Context: an optimization exercise on an open-source flow, tuned for small area. The choices shown serve that exercise and are no tape-out recipe.
Function was checked by simulation only, so behaviour that the tests miss may differ from the original.
Power figures rest on the tool's default switching activity, not on a simulated workload.

--- flow/flow/run.sh ---
#!/bin/bash
# Standard ORFS layout (the standard.sh) with three changes that only
# affect cell choice, not the design or its constraints:
#  - synthesis maps logic with an area-oriented ABC script (flow/abc_area.script);
#    registers are untouched (ABC maps combinational logic only),
#  - ports are buffered with the smallest buffer (buf_1),
#  - CTS uses small clock buffers on small sink clusters, no dummy loads.
# Each tool writes its own log under orfs/logs; make's output is standard.log.
HERE=$(pwd)
{ head -n 1 synth_recipe.tcl
  echo "proc abc {args} { set i [lsearch \$args -script]; if {\$i >= 0} { lset args [expr {\$i + 1}] $HERE/flow/abc_area.script }; yosys abc {*}\$args }"
  tail -n +2 synth_recipe.tcl; } > synth_area.tcl
export BUFFER_PORTS_ARGS="-buffer_cell sky130_fd_sc_hd__buf_1"
export CTS_ARGS="-sink_clustering_enable -repair_clock_nets -dont_use_dummy_load -sink_clustering_size 10 -sink_clustering_max_diameter 40 -buf_list {sky130_fd_sc_hd__clkbuf_4 sky130_fd_sc_hd__clkbuf_8} -sink_clustering_buffer sky130_fd_sc_hd__clkbuf_4"
bash standard.sh SYNTH_SCRIPT=$HERE/synth_area.tcl finish > standard.log 2>&1
--- flow/flow/abc_area.script ---
&get -n
&st
&dch -f
&nf -a -R 1000
&put
--- flow/standard.sh ---
#!/bin/bash
# synth_recipe.tcl (not shown) runs the flow's synth.tcl, then flattens the netlist and writes it again
# the make line also repeats each setting of config.mk as NAME=value (left out here)
make -C /OpenROAD-flow-scripts/flow DESIGN_CONFIG=/design/flow/config.mk WORK_HOME=/design/flow/orfs CLKGATE_MAP_FILE= SYNTH_SCRIPT=/design/flow/synth_recipe.tcl "${@:-finish}"
--- flow/config.mk ---
export PLATFORM = sky130hd
export DESIGN_NAME = TCAM_TOP
export DESIGN_NICKNAME = TCAM_TOP
export VERILOG_FILES = /design/flow/design.v
export SDC_FILE = /design/flow/constraint.sdc
export NUM_CORES = 4
export LEC_CHECK = 0
export CAP_MARGIN = 20
export CORE_MARGIN = 2
export CORE_UTILIZATION = 40
export SLEW_MARGIN = 20
--- flow/constraint.sdc ---
create_clock -name core_clock -period 10.0 [get_ports {CLK}]
set_input_delay 2.0000 -clock core_clock [delete_from_list [all_inputs] [get_ports {CLK}]]
set_output_delay 2.0000 -clock core_clock [all_outputs]
set_load 0.01 [all_outputs]
--- flow/design.v ---
module TCAM_TOP (
        input                   CLK
       ,input                   RESET
       ,input                   SEARCH
       ,input                   SETTING
       ,input   [127:0]         KEY
       ,input   [15:0]          SETTING_ID
       ,input   [17:0]          SETTING_MASKID
       ,input   [15:0]          SETTING_PRIORITY
       ,output  [15:0]          RULEID
       ,output                  SETTING_COMPLETE
       ,output                  SEARCH_COMPLETE
       ,output                  MISMATCH
       ,input                   DDR3_AVL_INIT
       ,input   [255:0]         DDR3_AVL_READDATA
       ,input                   DDR3_AVL_WAITREQUEST
       ,input                   DDR3_AVL_READDATAVALID
       ,output                  DDR3_AVL_READ
       ,output                  DDR3_AVL_WRITE
       ,output  [18:0]          DDR3_AVL_ADDRESS
       ,output  [255:0]         DDR3_AVL_WRITEDATA
       ,output                  DDR3_AVL_BURSTCOUNT
       ,output                  DDR3_AVL_INITCOMPLETE
	);
    reg search_s1, setting_s1, search_s2, setting_s2;
    always @(posedge CLK or posedge RESET)
        if (RESET) begin
            search_s1 <= 0; setting_s1 <= 0; search_s2 <= 0; setting_s2 <= 0;
        end else begin
            search_s1 <= SEARCH;    setting_s1 <= SETTING;
            search_s2 <= search_s1; setting_s2 <= setting_s1;
        end
    localparam S_IDLE = 4'd0, S_SHIFT = 4'd1, S_RD1 = 4'd2, S_RD2 = 4'd3, S_READ = 4'd4,
               S_MODIFY = 4'd5, S_STWR = 4'd6, S_WRITE = 4'd7, S_COUNT = 4'd8;
    reg [3:0] sc_state;
    reg [3:0] loop_count;
    reg       search_mode, setting_mode;
    reg       sc_read, sc_write, sc_shift, sc_modify, sc_sdv;
    wire      drv_wr, drv_rdv;    
    wire      modify_done;        
    always @(posedge CLK or posedge RESET)
        if (RESET) begin
            loop_count <= 4'd8; search_mode <= 0; setting_mode <= 0; sc_state <= S_IDLE;
            sc_read <= 0; sc_write <= 0; sc_shift <= 0; sc_modify <= 0; sc_sdv <= 0;
        end else begin
            case (sc_state)
                S_IDLE: begin
                    sc_read <= 0; sc_write <= 0; sc_shift <= 0; sc_modify <= 0; sc_sdv <= 0;
                    search_mode <= 0; setting_mode <= 0; loop_count <= 4'd8;
                    if (setting_s2)     begin setting_mode <= 1'b1; sc_state <= S_SHIFT; end
                    else if (search_s2) begin search_mode  <= 1'b1; sc_state <= S_SHIFT; end
                end
                S_SHIFT: begin sc_shift <= 1'b1; sc_state <= S_RD1; end
                S_RD1:   begin sc_shift <= 1'b0; sc_state <= S_RD2; end
                S_RD2:   sc_state <= S_READ;
                S_READ: begin
                    sc_read <= 1'b1;
                    if (drv_wr & !drv_rdv) sc_read <= 1'b0;
                    else if (drv_wr & drv_rdv & setting_mode) begin sc_read <= 1'b0; sc_state <= S_MODIFY; end
                    else if (drv_wr & drv_rdv & search_mode) begin sc_read <= 1'b0; sc_sdv <= 1'b1; sc_state <= S_COUNT; end
                end
                S_MODIFY: begin
                    sc_modify <= 1'b1;
                    if (modify_done) begin sc_modify <= 1'b0; sc_state <= S_STWR; end
                end
                S_STWR:  begin sc_modify <= 1'b0; sc_state <= S_WRITE; end
                S_WRITE: begin
                    sc_write <= 1'b1;
                    if (drv_wr) sc_state <= S_COUNT;
                end
                S_COUNT: begin
                    sc_read <= 1'b0; sc_write <= 1'b0; sc_sdv <= 1'b0;
                    if (loop_count > 1) begin loop_count <= loop_count - 1'b1; sc_state <= S_SHIFT; end
                    else sc_state <= S_IDLE;
                end
                default: sc_state <= sc_state;
            endcase
        end
    wire seg_search_complete = ~search_mode & ~RESET;
    assign SETTING_COMPLETE  = ~setting_mode & ~RESET;
    reg [2:0] frag_idx;
    always @(posedge CLK or posedge RESET)
        if (RESET) frag_idx <= 0;
        else if (sc_shift && sc_state != S_IDLE) frag_idx <= 3'd0 - loop_count[2:0];
    wire [2:0] avs_idx = frag_idx;
    reg [15:0] key_frag;
    always @* begin
        case (avs_idx)
            3'd0: key_frag = KEY[ 15:  0];
            3'd1: key_frag = KEY[ 31: 16];
            3'd2: key_frag = KEY[ 47: 32];
            3'd3: key_frag = KEY[ 63: 48];
            3'd4: key_frag = KEY[ 79: 64];
            3'd5: key_frag = KEY[ 95: 80];
            3'd6: key_frag = KEY[111: 96];
            default: key_frag = KEY[127:112];
        endcase
    end
    localparam M_IDLE = 2'd0, M_INIT = 2'd1, M_READ = 2'd2, M_WRITE = 2'd3;
    reg         avs_init, avs_read, avs_write;
    always @(posedge CLK or posedge RESET)
        if (RESET) begin avs_init <= 0; avs_read <= 0; avs_write <= 0; end
        else begin avs_init <= DDR3_AVL_INIT; avs_read <= sc_read; avs_write <= sc_write; end
    reg [1:0]   m_state;
    reg         init_complete;
    reg         st_wr, st_rdv;
    reg [3:0]   burst_cnt;
    reg [18:0]  m_addr;
    wire max_addr = &m_addr;
    always @(posedge CLK or posedge RESET)
        if (RESET) begin
            m_state <= M_IDLE; init_complete <= 0;
        end else begin
            case (m_state)
                M_IDLE: begin
                    if (avs_init) begin init_complete <= 0; m_state <= M_INIT; end
                    else if (avs_read) m_state <= M_READ;
                    else if (avs_write) m_state <= M_WRITE;
                end
                M_INIT: if (!DDR3_AVL_WAITREQUEST & max_addr & burst_cnt == 0) begin
                    init_complete <= 1; m_state <= M_IDLE;
                end
                M_READ: if (!DDR3_AVL_WAITREQUEST & DDR3_AVL_READDATAVALID) m_state <= M_IDLE;
                M_WRITE: if (!DDR3_AVL_WAITREQUEST) m_state <= M_IDLE;
            endcase
        end
    always @(posedge CLK) begin
        st_wr  <= (m_state != M_IDLE);
        st_rdv <= (m_state == M_IDLE) ? ~(~avs_init & avs_read)
                : (m_state == M_READ) ? (st_rdv | (~DDR3_AVL_WAITREQUEST & DDR3_AVL_READDATAVALID))
                : st_rdv;
    end
    wire addr_take = (m_state == M_IDLE) & ~avs_init & (avs_read | avs_write);
    wire addr_zero = (m_state == M_IDLE) & avs_init;
    wire addr_inc  = (m_state == M_INIT) & ~DDR3_AVL_WAITREQUEST & (burst_cnt == 4'd0) & ~max_addr;
    wire addr_hold = ~addr_take & ~addr_zero & ~addr_inc;
    wire [18:0] addr_next = m_addr + 1'b1;
    wire burst_inc  = (m_state == M_INIT) & (DDR3_AVL_WAITREQUEST | (burst_cnt != 4'd0));
    wire burst_hold = ~addr_zero & ~burst_inc;
    wire [3:0] burst_next = burst_cnt + 1'b1;
    always @(posedge CLK) begin
        m_addr    <= ({19{addr_take}} & {avs_idx, key_frag}) | ({19{addr_inc}} & addr_next)
                   | ({19{addr_hold}} & m_addr);
        burst_cnt <= ({4{burst_inc}} & burst_next) | ({4{burst_hold}} & burst_cnt);
    end
    assign drv_wr  = st_wr;
    assign drv_rdv = st_rdv;
    assign DDR3_AVL_BURSTCOUNT   = 1'b1;
    assign DDR3_AVL_WRITE        = (m_state == M_WRITE) | (m_state == M_INIT);
    assign DDR3_AVL_READ         = (m_state == M_READ);
    assign DDR3_AVL_ADDRESS      = m_addr;
    reg  [179:0] rdata;
    assign DDR3_AVL_WRITEDATA    = {76'd0, rdata[178], m_state[1], rdata[177:0]};
    assign DDR3_AVL_INITCOMPLETE = init_complete;
    wire take_init  = (m_state == M_IDLE) & avs_init;
    wire take_write = (m_state == M_IDLE) & ~avs_init & ~avs_read & avs_write;
    wire sel_mem    = DDR3_AVL_READDATAVALID;
    wire sel_rule   = ~DDR3_AVL_READDATAVALID & ~take_init & take_write & ~rdata[178];
    wire hold_hi    = ~DDR3_AVL_READDATAVALID & ~take_init;
    wire hold_lo    = hold_hi & ~sel_rule;
    wire [177:0] rule_bits = {SETTING_ID, SETTING_MASKID, KEY, SETTING_PRIORITY};
    always @(posedge CLK) begin
        rdata[179:178] <= ({2{sel_mem}} & DDR3_AVL_READDATA[179:178]) | ({2{hold_hi}} & rdata[179:178]);
        rdata[177:0]   <= ({178{sel_mem}} & DDR3_AVL_READDATA[177:0]) | ({178{sel_rule}} & rule_bits)
                        | ({178{hold_lo}} & rdata[177:0]);
    end
    localparam G_IDLE = 2'd0, G_MODIFY = 2'd1, G_COMPLETE = 2'd2;
    reg [1:0] sg_state;
    reg       sg_done;
    always @(posedge CLK or posedge RESET)
        if (RESET) begin
            sg_state <= G_IDLE; sg_done <= 0;
        end else begin
            case (sg_state)
                G_IDLE:     begin sg_done <= 0; if (sc_modify) sg_state <= G_MODIFY; end
                G_MODIFY:   begin sg_done <= 1; sg_state <= G_COMPLETE; end
                G_COMPLETE: begin sg_done <= 1; sg_state <= G_IDLE; end
                default:    ;
            endcase
        end
    assign modify_done = sg_done;
    reg         r_id_valid;
    reg [15:0]  r_id, r_prio;
    reg [17:0]  r_mask;
    reg [125:0] r_ckey;
    reg sdv_d, sdv_dd, sdv_d3, sdv_d4, sdv_d5, sdv_d6, segc_d;
    always @(posedge CLK or posedge RESET)
        if (RESET) r_id_valid <= 0;
        else if (sdv_dd) r_id_valid <= ~rdata[179] & rdata[178];
    always @(posedge CLK)
        if (sdv_dd) begin
            r_mask <= rdata[161:144];
            r_ckey <= rdata[141:16];
        end
    always @(posedge CLK)
        if (sdv_d6) begin
            r_id   <= rdata[177:162];
            r_prio <= rdata[15:0];
        end
    always @(posedge CLK or posedge RESET)
        if (RESET) begin
            sdv_d <= 0; sdv_dd <= 0; sdv_d3 <= 0; sdv_d4 <= 0; sdv_d5 <= 0; sdv_d6 <= 0; segc_d <= 0;
        end else begin
            sdv_d <= sc_sdv; sdv_dd <= sdv_d; sdv_d3 <= sdv_dd; sdv_d4 <= sdv_d3; sdv_d5 <= sdv_d4; sdv_d6 <= sdv_d5;
            segc_d <= seg_search_complete;
        end
    wire p_sdv      = sc_sdv & ~sdv_d;
    wire p_segc     = seg_search_complete & ~segc_d;
    wire p_segproc  = ~seg_search_complete & segc_d;
    wire w_new_id   = ~p_segc & p_sdv & r_id_valid;
    reg id_update, mask_complete;
    always @(posedge CLK or posedge RESET)
        if (RESET) begin id_update <= 0; mask_complete <= 0; end
        else begin
            id_update <= w_new_id;
            if (p_segc) mask_complete <= 1'b1;
            else if (p_segproc) mask_complete <= 1'b0;
        end
    wire [17:0] grp_ok;
    genvar gi;
    generate for (gi = 0; gi < 18; gi = gi + 1) begin : grp
        assign grp_ok[gi] = r_mask[gi] | (r_ckey[7*gi +: 7] == KEY[7*gi +: 7]);
    end endgenerate
    reg mc_d;
    always @(posedge CLK or posedge RESET)
        if (RESET) mc_d <= 0; else mc_d <= mask_complete;
    wire p_mc   = mask_complete & ~mc_d;
    wire p_mproc = ~mask_complete & mc_d;
    reg        first_mc;      
    wire [15:0] kf_bits = {key_frag[15:14] & {2{avs_idx != 3'd7}}, key_frag[13:0]};
    reg         key_zero;
    always @(posedge CLK)
        if (sc_state == S_SHIFT && loop_count == 4'd8) key_zero <= ~|kf_bits;
        else key_zero <= key_zero & ~|kf_bits;
    reg        iu_d, iu_d2, iu_d3, iu_d4, iu_d5, pmc_d;
    reg        c_match, c_match_d, cf_valid, cf_complete;
    always @(posedge CLK or posedge RESET)
        if (RESET) begin
            first_mc <= 1; c_match <= 1; c_match_d <= 0;
            iu_d <= 0; iu_d2 <= 0; iu_d3 <= 0; iu_d4 <= 0; iu_d5 <= 0;
            pmc_d <= 0; cf_valid <= 0; cf_complete <= 0;
        end else begin
            iu_d <= id_update; iu_d2 <= iu_d; iu_d3 <= iu_d2; iu_d4 <= iu_d3; iu_d5 <= iu_d4;
            pmc_d <= p_mc;
            c_match_d <= c_match;
            if (p_mc) begin
                first_mc <= 0;
                c_match <= first_mc | key_zero;
            end else if (id_update)
                c_match <= &grp_ok;
            cf_valid <= c_match_d;
            if (p_mc) cf_complete <= 1'b1; else if (p_mproc) cf_complete <= 1'b0;
        end
    reg cc_d;
    always @(posedge CLK or posedge RESET)
        if (RESET) cc_d <= 0; else cc_d <= cf_complete;
    wire p_cc    = cf_complete & ~cc_d;
    wire p_cproc = ~cf_complete & cc_d;
    wire       cand_load = cf_valid & ~cf_complete;
    wire       c_chg     = iu_d | pmc_d;
    reg        cand_new, cand_cmp, pcc_d;
    reg [15:0] best_id, best_prio;
    reg        mismatch, prio_complete;
    always @(posedge CLK or posedge RESET)
        if (RESET) begin
            cand_new <= 0; cand_cmp <= 0; pcc_d <= 0;
            best_id <= 0; best_prio <= 0;
            mismatch <= 1; prio_complete <= 0;
        end else begin
            cand_new <= cand_load & ~c_chg;
            cand_cmp <= cand_new & ~c_chg;
            pcc_d    <= p_cc;
            if (pcc_d) begin best_id <= 0; best_prio <= 0; end
            else if (cand_cmp && (iu_d4 | iu_d5) && r_prio > best_prio) begin best_id <= r_id; best_prio <= r_prio; end
            if (p_cc) mismatch <= 1'b1;
            else if (cand_load) mismatch <= 1'b0;
            prio_complete <= p_cc;
        end
    assign RULEID          = best_id;
    assign MISMATCH        = mismatch;
    assign SEARCH_COMPLETE = prio_complete;
endmodule
==> reports/qor.txt, run 1 <==
worst r2r dst -> rdata[138]$_DFF_P_
Synth Warn # -> 1
ys async rst share -> 0.1907
Place WS -> 4.760 ns
Fill cells -> 4,840
Residual DRC -> 0
first-pass GRT wire length -> 101.3 mm
startpoint class of the critical path -> primary input
row cnt -> 82
Worst Min Path Start -> iu_d3$_DFF_PP0_
Register Area -> 11,680 um^2
vias per inst -> 5.544
drt first pass iters -> 11
Worst Tran Pin Value -> 1.169 ns
Overall Power -> 5149 uW
RSZ-0062 raised after global routing -> no
Top cell by count, worst path -> buf_1
Initial Util -> 0.4063
die span in y -> 230.0 um
CTS buffer count -> 71
vias in the first global route -> 15.19k
post-synth cell types -> 56
CP required -> 8.00 ns
root buf cell -> clkbuf_8
max-cap violations -> 0
total setup buffers inserted after CTS -> 0
Reg2Reg Depth -> 10
multi-input logic area -> 6347 um^2
Hold Path End -> iu_d4$_DFF_PP0_
CTS tree -> built
post-synth top area share -> 0.2602
fraction of layout cells with a size suffix above 1 -> 0.05056
Routed WL per cell -> 24.74 um
Post-Route WL -> 71.72 mm
Layout Nets -> 2,684
Core Util, Final -> 0.4514
Worst IR Drop VDD -> 0.1088 mV
max-slew headroom at the worst pin -> 0.2209
Placed Instances -> 2,815
sum of buffers and inverters on the critical path -> 2
P_leak -> 0.008121 uW
critical path class -> in2out
total grt overflow -> 0
Final Max Tran Viols -> 0
Final Cycle Share -> 0.4532
maximum fanout along the worst path -> 3
Syn Inst Count -> 1,717
IO Pins -> 739
min cycle time layout -> 4.532 ns
GPL Wtd Cong -> 0.8870
Tightest Hold Check Type -> reg2reg
Layout Cells excl Fill -> 2,899
Post-synth EDFFs -> 177
Max clock buf depth -> 3
power per cell area -> 226.9 nW/um^2
# H-tree levels -> 3
most common cell in the netlist -> buf_4
setup slack after layout -> 5.468 ns
gr usage total -> 0.2625
PortBufs -> 585
CP endpoint kind -> primary output
Hold Slack -> 0.2909 ns
Post-DRT Antenna Nets -> 0
Hold Vio Cnt, Final -> 0
final setup fails -> 0
clk sinks -> 472
pin count of the biggest net entering global routing -> 99
Main synth FF type -> dfxtp_1
hold path depth -> 0
R2R Setup Slk -> 6.21 ns
DIE AREA -> 52,880 um^2
crit-path max cell delay -> 0.22 ns
Highest Clock Rate -> 220.6 MHz
Seq/Total Area, Yosys -> 0.5717
count of state elements after synthesis -> 472
CP delay by family, top -> buffers and inverters
Slowest-stage cell, CP -> buf_1
Area growth syn-to-layout -> 11.10%
CTS Hold Buffers Added -> 0
status -> no timing/DRC/antenna violations
clk slew on worst S/H paths -> 0.08 ns
total core area -> 50,270 um^2
Initial DRC Count -> 2,120
cell area after synthesis -> 20,420 um^2
syn avg cell area -> 11.90 um^2
CP Cell Sequence -> buf_1 > nor2_1 > buf_1
Data arrival, critical path -> 2.53 ns
synth top area cells -> edfxtp_1 (26%), dfxtp_1 (20%), dfrtp_1 (11%)
reg-to-reg critical path startpoint -> m_state[0]$_DFFE_PP0P_
die width -> 230.0 um
initial antenna violation count -> 28
HPWL Detailed -> 54.88 mm
via count -> 16.07k
Final Skew -> 0.06854 ns
Synth area leader -> edfxtp_1
clock latency on the worst-skew pair -> 0.63 ns
post-cts sizing count -> 0
Post-synth top cells -> buf_4 (257), clkinv_1 (213), dfxtp_1 (205)
==> routing by layer <==
metal	share of wire	routed length (um)	GRT usage
met1	0.38	27330	0.3278
met5	0.00064	46	0
met3	0.099	7090	0.05878
met2	0.48	34680	0.4392
met4	0.036	2578	0.1079
==> how the worst max path moves through the flow <==
stage | start | end | cells past startpoint
finish | RESET | SETTING_COMPLETE | 3
global route | RESET | SETTING_COMPLETE | 3
CTS | DDR3_AVL_READDATAVALID | rdata[138]$_DFF_P_ | 6
detailed placement | DDR3_AVL_READDATAVALID | rdata[87]$_DFF_P_ | 6
global placement | DDR3_AVL_READDATAVALID | rdata[23]$_DFF_P_ | 6
floorplan | DDR3_AVL_READDATAVALID | rdata[0]$_DFF_P_ | 4
==> cell families after synthesis <==
group,count (synthesis),share of synthesized area
other,2,0.0003677
AND/OR/NAND/NOR,238,0.05820
flip-flops,472,0.5717
XOR/XNOR,139,0.05961
buffers and inverters,471,0.1338
adder cells (fa/ha/maj),26,0.01593
AO/OA/AOI/OAI,345,0.1483
multiplexers,24,0.01213
==> flip-flops by register name (all words and copies together) (netlist names), 4 cells and up <==
name        flops
burst_cnt       4
r_id           16
r_prio         16
best_prio      16
best_id        16
loop_count      4
sc_state        4
m_addr         19
r_mask         18
rdata         180
r_ckey        126
==> report_power, final <==
group | leakage (uW) | internal [uW] | switching (uW)
sequential | 0.00451 | 2400 | 301
clock | 0.000350 | 369 | 630
combinational | 0.00326 | 493 | 955
total | 0.00812 | 3260 | 1890
==> cells in the final DEF (no fill, tap or decap), types with 8 or more instances in the layout <==
master,count
a222oi_1,195
xor2_1,66
buf_1,584
clkbuf_4,63
nand3_1,25
a21oi_1,28
o21ai_0,19
conb_1,77
a22o_1,28
clkbuf_8,9
dfrtp_1,85
a22oi_1,18
nor2_1,53
ha_1,26
nor2b_1,8
a41oi_1,9
diode_2,12
clkinv_1,212
nand2_1,54
nor3_1,13
edfxtp_1,177
dfxtp_1,205
buf_4,23
and3_1,8
a221oi_1,8
nor4_1,24
nand4_1,26
mux2i_1,18
xnor2_1,73
==> final cells by class <==
class / count / share of cell area
sequential: 472 / 0.5147
multi-input combinational: 849 / 0.2797
timing repair buffer: 610 / 0.1059
tap: 672 / 0.03705
inverter: 213 / 0.03529
clock buffer: 71 / 0.02597
antenna: 12 / 0.001323
==> per-stage QoR <==
stage               cell area [um^2]  setup TNS (ns)
finish                         22690               0
global placement               22050               0
CTS                            22640               0
floorplan                      20710         -313.12
detailed placement             22050               0
global route                   22680               0
==> run 2, diff against run 1 <==
--- a/flow/flow/run.sh
+++ b/flow/flow/run.sh
@@ -11,5 +11,5 @@
   echo "proc abc {args} { set i [lsearch \$args -script]; if {\$i >= 0} { lset args [expr {\$i + 1}] $HERE/flow/abc_area.script }; yosys abc {*}\$args }"
   tail -n +2 synth_recipe.tcl; } > synth_area.tcl
 export BUFFER_PORTS_ARGS="-buffer_cell sky130_fd_sc_hd__buf_1"
-export CTS_ARGS="-sink_clustering_enable -repair_clock_nets -dont_use_dummy_load -sink_clustering_size 10 -sink_clustering_max_diameter 40 -buf_list {sky130_fd_sc_hd__clkbuf_4 sky130_fd_sc_hd__clkbuf_8} -sink_clustering_buffer sky130_fd_sc_hd__clkbuf_4"
+export CTS_ARGS="-sink_clustering_enable -repair_clock_nets -dont_use_dummy_load -sink_clustering_size 8 -sink_clustering_max_diameter 40 -buf_list {sky130_fd_sc_hd__clkbuf_4 sky130_fd_sc_hd__clkbuf_8} -sink_clustering_buffer sky130_fd_sc_hd__clkbuf_4"
 bash standard.sh SYNTH_SCRIPT=$HERE/synth_area.tcl finish > standard.log 2>&1
==> run 2 against run 1 <==
Count of clock-buffer cells in the layout is 7 higher. Design area is 0.28% higher. Worst setup slack better by 0.036 ns. Fmax increased by 0.80%. Register-to-register slack worse by 0.09 ns. Core utilization up 0.12 points. Total power up 0.72%.
==> reports/qor.txt, run 2 <==
Top cell by count, worst path -> buf_1
CTS Hold Buffers Added -> 0 (unchanged)
most common cell in the netlist -> buf_4
CTS tree -> built
pin count of the biggest net entering global routing -> 99 (unchanged)
cell area after synthesis -> 20,420 um^2 (unchanged)
Hold Vio Cnt, Final -> 0 (unchanged)
sum of buffers and inverters on the critical path -> 2 (unchanged)
P_leak -> 0.008156 uW (+0.44%)
status -> no timing/DRC/antenna violations
post-synth cell types -> 56 (unchanged)
total grt overflow -> 0 (unchanged)
Overall Power -> 5186 uW (+0.72%)
max-cap violations -> 0 (unchanged)
clk sinks -> 472 (unchanged)
met1 usage -> 0.3297 (+0.001894)
clock latency on the worst-skew pair -> 0.66 ns (+0.03 ns)
hold path depth -> 0 (unchanged)
critical path class -> in2out
Initial DRC Count -> 2,203 (+3.9%)
global route hottest layer -> met2
die span in y -> 230.0 um (unchanged)
max-slew headroom at the worst pin -> 0.2760 (+0.05512)
gr usage total -> 0.2633 (+0.0008255)
vias in the first global route -> 15.24k (+0.31%)
startpoint class of the critical path -> primary input
Highest Clock Rate -> 222.4 MHz (+0.80%)
synth top area cells -> edfxtp_1 (26%), dfxtp_1 (20%), dfrtp_1 (11%)
syn avg cell area -> 11.90 um^2 (unchanged)
Post-synth top cells -> buf_4 (257), clkinv_1 (213), dfxtp_1 (205)
Post-Route WL -> 71.87 mm (+0.21%)
Fill cells -> 4,827 (-0.27%)
first-pass GRT wire length -> 101.8 mm (+0.52%)
Max clock buf depth -> 3 (unchanged)
final setup fails -> 0 (unchanged)
Place WS -> 4.760 ns (unchanged)
Main synth FF type -> dfxtp_1
GPL Wtd Cong -> 0.8870 (unchanged)
maximum fanout along the worst path -> 3 (unchanged)
Synth Warn # -> 1 (unchanged)
crit-path max cell delay -> 0.22 ns (about the same)
vias per inst -> 5.559 (+0.28%)
DIE AREA -> 52,880 um^2 (unchanged)
Synth area leader -> edfxtp_1
Final Cycle Share -> 0.4496 (-0.003610)
Worst Min Path Start -> iu_d3$_DFF_PP0_
die width -> 230.0 um (unchanged)
Data arrival, critical path -> 2.50 ns (-0.03 ns)
clk slew on worst S/H paths -> 0.07 ns (about the same)
count of state elements after synthesis -> 472 (unchanged)
fraction of layout cells with a size suffix above 1 -> 0.05356 (+0.002991)
M3 GR Usage -> 0.06411 (+0.005332)
most frequent cells in the layout -> buf_1 (584), clkinv_1 (212), dfxtp_1 (205), a222oi_1 (195), edfxtp_1 (177)
top flop regs -> rdata: 180 flops, r_ckey: 126 flops, m_addr: 19 flops
RSZ-0062 raised after global routing -> no
Area growth syn-to-layout -> 11.41%
Post-DRT Antenna Nets -> 0 (unchanged)
drt first pass iters -> 11 (unchanged)
Routed WL per cell -> 24.72 um (about the same)
total setup buffers inserted after CTS -> 0 (unchanged)
Worst Tran Pin Value -> 1.086 ns (-0.08268 ns)
R2R Setup Slk -> 6.12 ns (-0.09 ns)
Post-synth EDFFs -> 177 (unchanged)
min cycle time layout -> 4.496 ns (-0.03610 ns)
Seq/Total Area, Yosys -> 0.5717 (unchanged)
Hold Path End -> iu_d4$_DFF_PP0_
worst r2r dst -> rdata[131]$_DFF_P_
met2 global-route usage -> 0.4401 (+0.0009413)
post-cts sizing count -> 0 (unchanged)
Layout Nets -> 2,691 (+0.26%)
Worst IR Drop VDD -> 0.1137 mV (+4.5%)
CP delay by family, top -> buffers and inverters
HPWL Detailed -> 54.88 mm (unchanged)
Tightest Hold Check Type -> reg2reg
max reg flops -> 180 (unchanged)
Residual DRC -> 0 (unchanged)
PortBufs -> 585 (unchanged)
Final Skew -> 0.07719 ns (+0.008647 ns)
Syn Inst Count -> 1,717 (unchanged)
most common cell after layout, fill and taps aside -> buf_1
Final Max Tran Viols -> 0 (unchanged)
post-synth top area share -> 0.2602 (unchanged)
CP required -> 8.00 ns (about the same)
initial antenna violation count -> 27 (-3.6%)
Reg with most FFs -> rdata
CTS buffer count -> 78 (+9.9%)
Slowest-stage cell, CP -> buf_1
CP Cell Sequence -> buf_1 > nor2_1 > buf_1
total core area -> 50,270 um^2 (unchanged)
# H-tree levels -> 3 (unchanged)
Initial Util -> 0.4063 (unchanged)
ys async rst share -> 0.1907 (unchanged)
root buf cell -> clkbuf_8
via count -> 16.16k (+0.56%)
IO Pins -> 739 (unchanged)
Hold Slack -> 0.2725 ns (-0.01837 ns)
power per cell area -> 227.9 nW/um^2 (+0.44%)
Reg2Reg Depth -> 10 (unchanged)
row cnt -> 82 (unchanged)
CP endpoint kind -> primary output
reg-to-reg critical path startpoint -> m_state[0]$_DFFE_PP0P_
setup slack after layout -> 5.504 ns (+0.03610 ns)
[run 2: stage by stage]
stage	util	TNS (ns)	cells	instance area, um^2
6_report	0.4526	0	2907	22750
5_1_grt	0.4523	0	2901	22740
4_1_cts	0.4513	0	2893	22690
3_5_place_dp	0.4385	0	2815	22050
3_3_place_gp	0.4385	0	2815	22050
2_1_floorplan	-	-313.12	1792	20710
[run 2: area by class of cell]
cell class | count | area [um^2] | share of cell area
Sequential cell | 472 | 11680 | 0.5133
Multi-Input combinational cell | 849 | 6347 | 0.2790
Timing Repair Buffer | 610 | 2411 | 0.1060
Tap cell | 672 | 840.8 | 0.03695
Inverter | 213 | 800.8 | 0.03519
Clock buffer | 78 | 641.9 | 0.02821
Antenna cell | 13 | 32.53 | 0.001430
[run 2: cell families (layout without fill, tap and decap cells)]
family,Yosys count,after routing,synth area share
AOI/OAI and AO/OA,345,345,0.1483
xor gates and xnor gates,139,139,0.05961
adders and majority gates,26,26,0.01593
buffers and inverters,471,901,0.1338
DFF,472,472,0.5717
muxes,24,24,0.01213
other,2,90,0.0003677
and+or+nand+nor,238,238,0.05820
[run 2: worst max-delay path by stage]
stage	start	end	slack [ns]	depth (start not counted)
floorplan	DDR3_AVL_READDATAVALID	rdata[0]$_DFF_P_	-1.76	4
global placement	DDR3_AVL_READDATAVALID	rdata[23]$_DFF_P_	4.83	6
detailed placement	DDR3_AVL_READDATAVALID	rdata[87]$_DFF_P_	4.76	6
CTS	DDR3_AVL_READDATAVALID	rdata[134]$_DFF_P_	5.42	6
global route	RESET	SETTING_COMPLETE	5.46	3
finish	RESET	SETTING_COMPLETE	5.50	3
[run 2: per-layer routing]
| layer | up-vias | wire length [um] |
|---|---|---|
| met3 | 117 | 6611 |
| met5 | - | 41 |
| met1 | 7929 | 27780 |
| li1 | 7175 | - |
| met2 | 934 | 35050 |
| met4 | 6 | 2382 |
[run 2: power by group]
| part | total (uW) | internal [uW] | switching (uW) |
|---|---|---|---|
| clock network | 1030 | 400 | 634 |
| registers | 2700 | 2400 | 301 |
| logic | 1450 | 494 | 957 |
| total | 5190 | 3290 | 1890 |

-- afterwards: timing with drivers on the ports --
No port has a modelled driver above. Below, the same layouts with a new extraction and two added sets of constraints. Step 1 (the two cells are an assumption about what drives the block):
set clk [get_ports {CLK}]
set_driving_cell -lib_cell sky130_fd_sc_hd__clkbuf_16 $clk
set_driving_cell -lib_cell sky130_fd_sc_hd__buf_2 [delete_from_list [all_inputs] $clk]
Step 2 adds t to the input delays and takes it off the output delays; t is the mean of the earliest and latest rising clock arrival at the registers after step 1. Input paths then give back, and output paths get back, about the clock's delay inside the block. Slacks: ideal / step 1 / step 2; pairs: ideal / step 1.
| run | shift t [ns] | setup WS [ns] | worst setup path at the end | slew at the worst register clock pin (ns) | cell pins on the clock port's net |
|---|---|---|---|---|---|
| run 1 | 0.658 | 5.468 / 5.419 / 5.043 | input to register | 0.11 / 0.11 | 1 |
| run 2 | 0.674 | 5.504 / 5.460 / 4.897 | input to register | 0.10 / 0.10 | 1 |
After both steps every run listed still meets setup and hold. The setup slack of run 2, which loses most, moves by -0.044 ns with the drivers and by -0.607 ns with both steps.
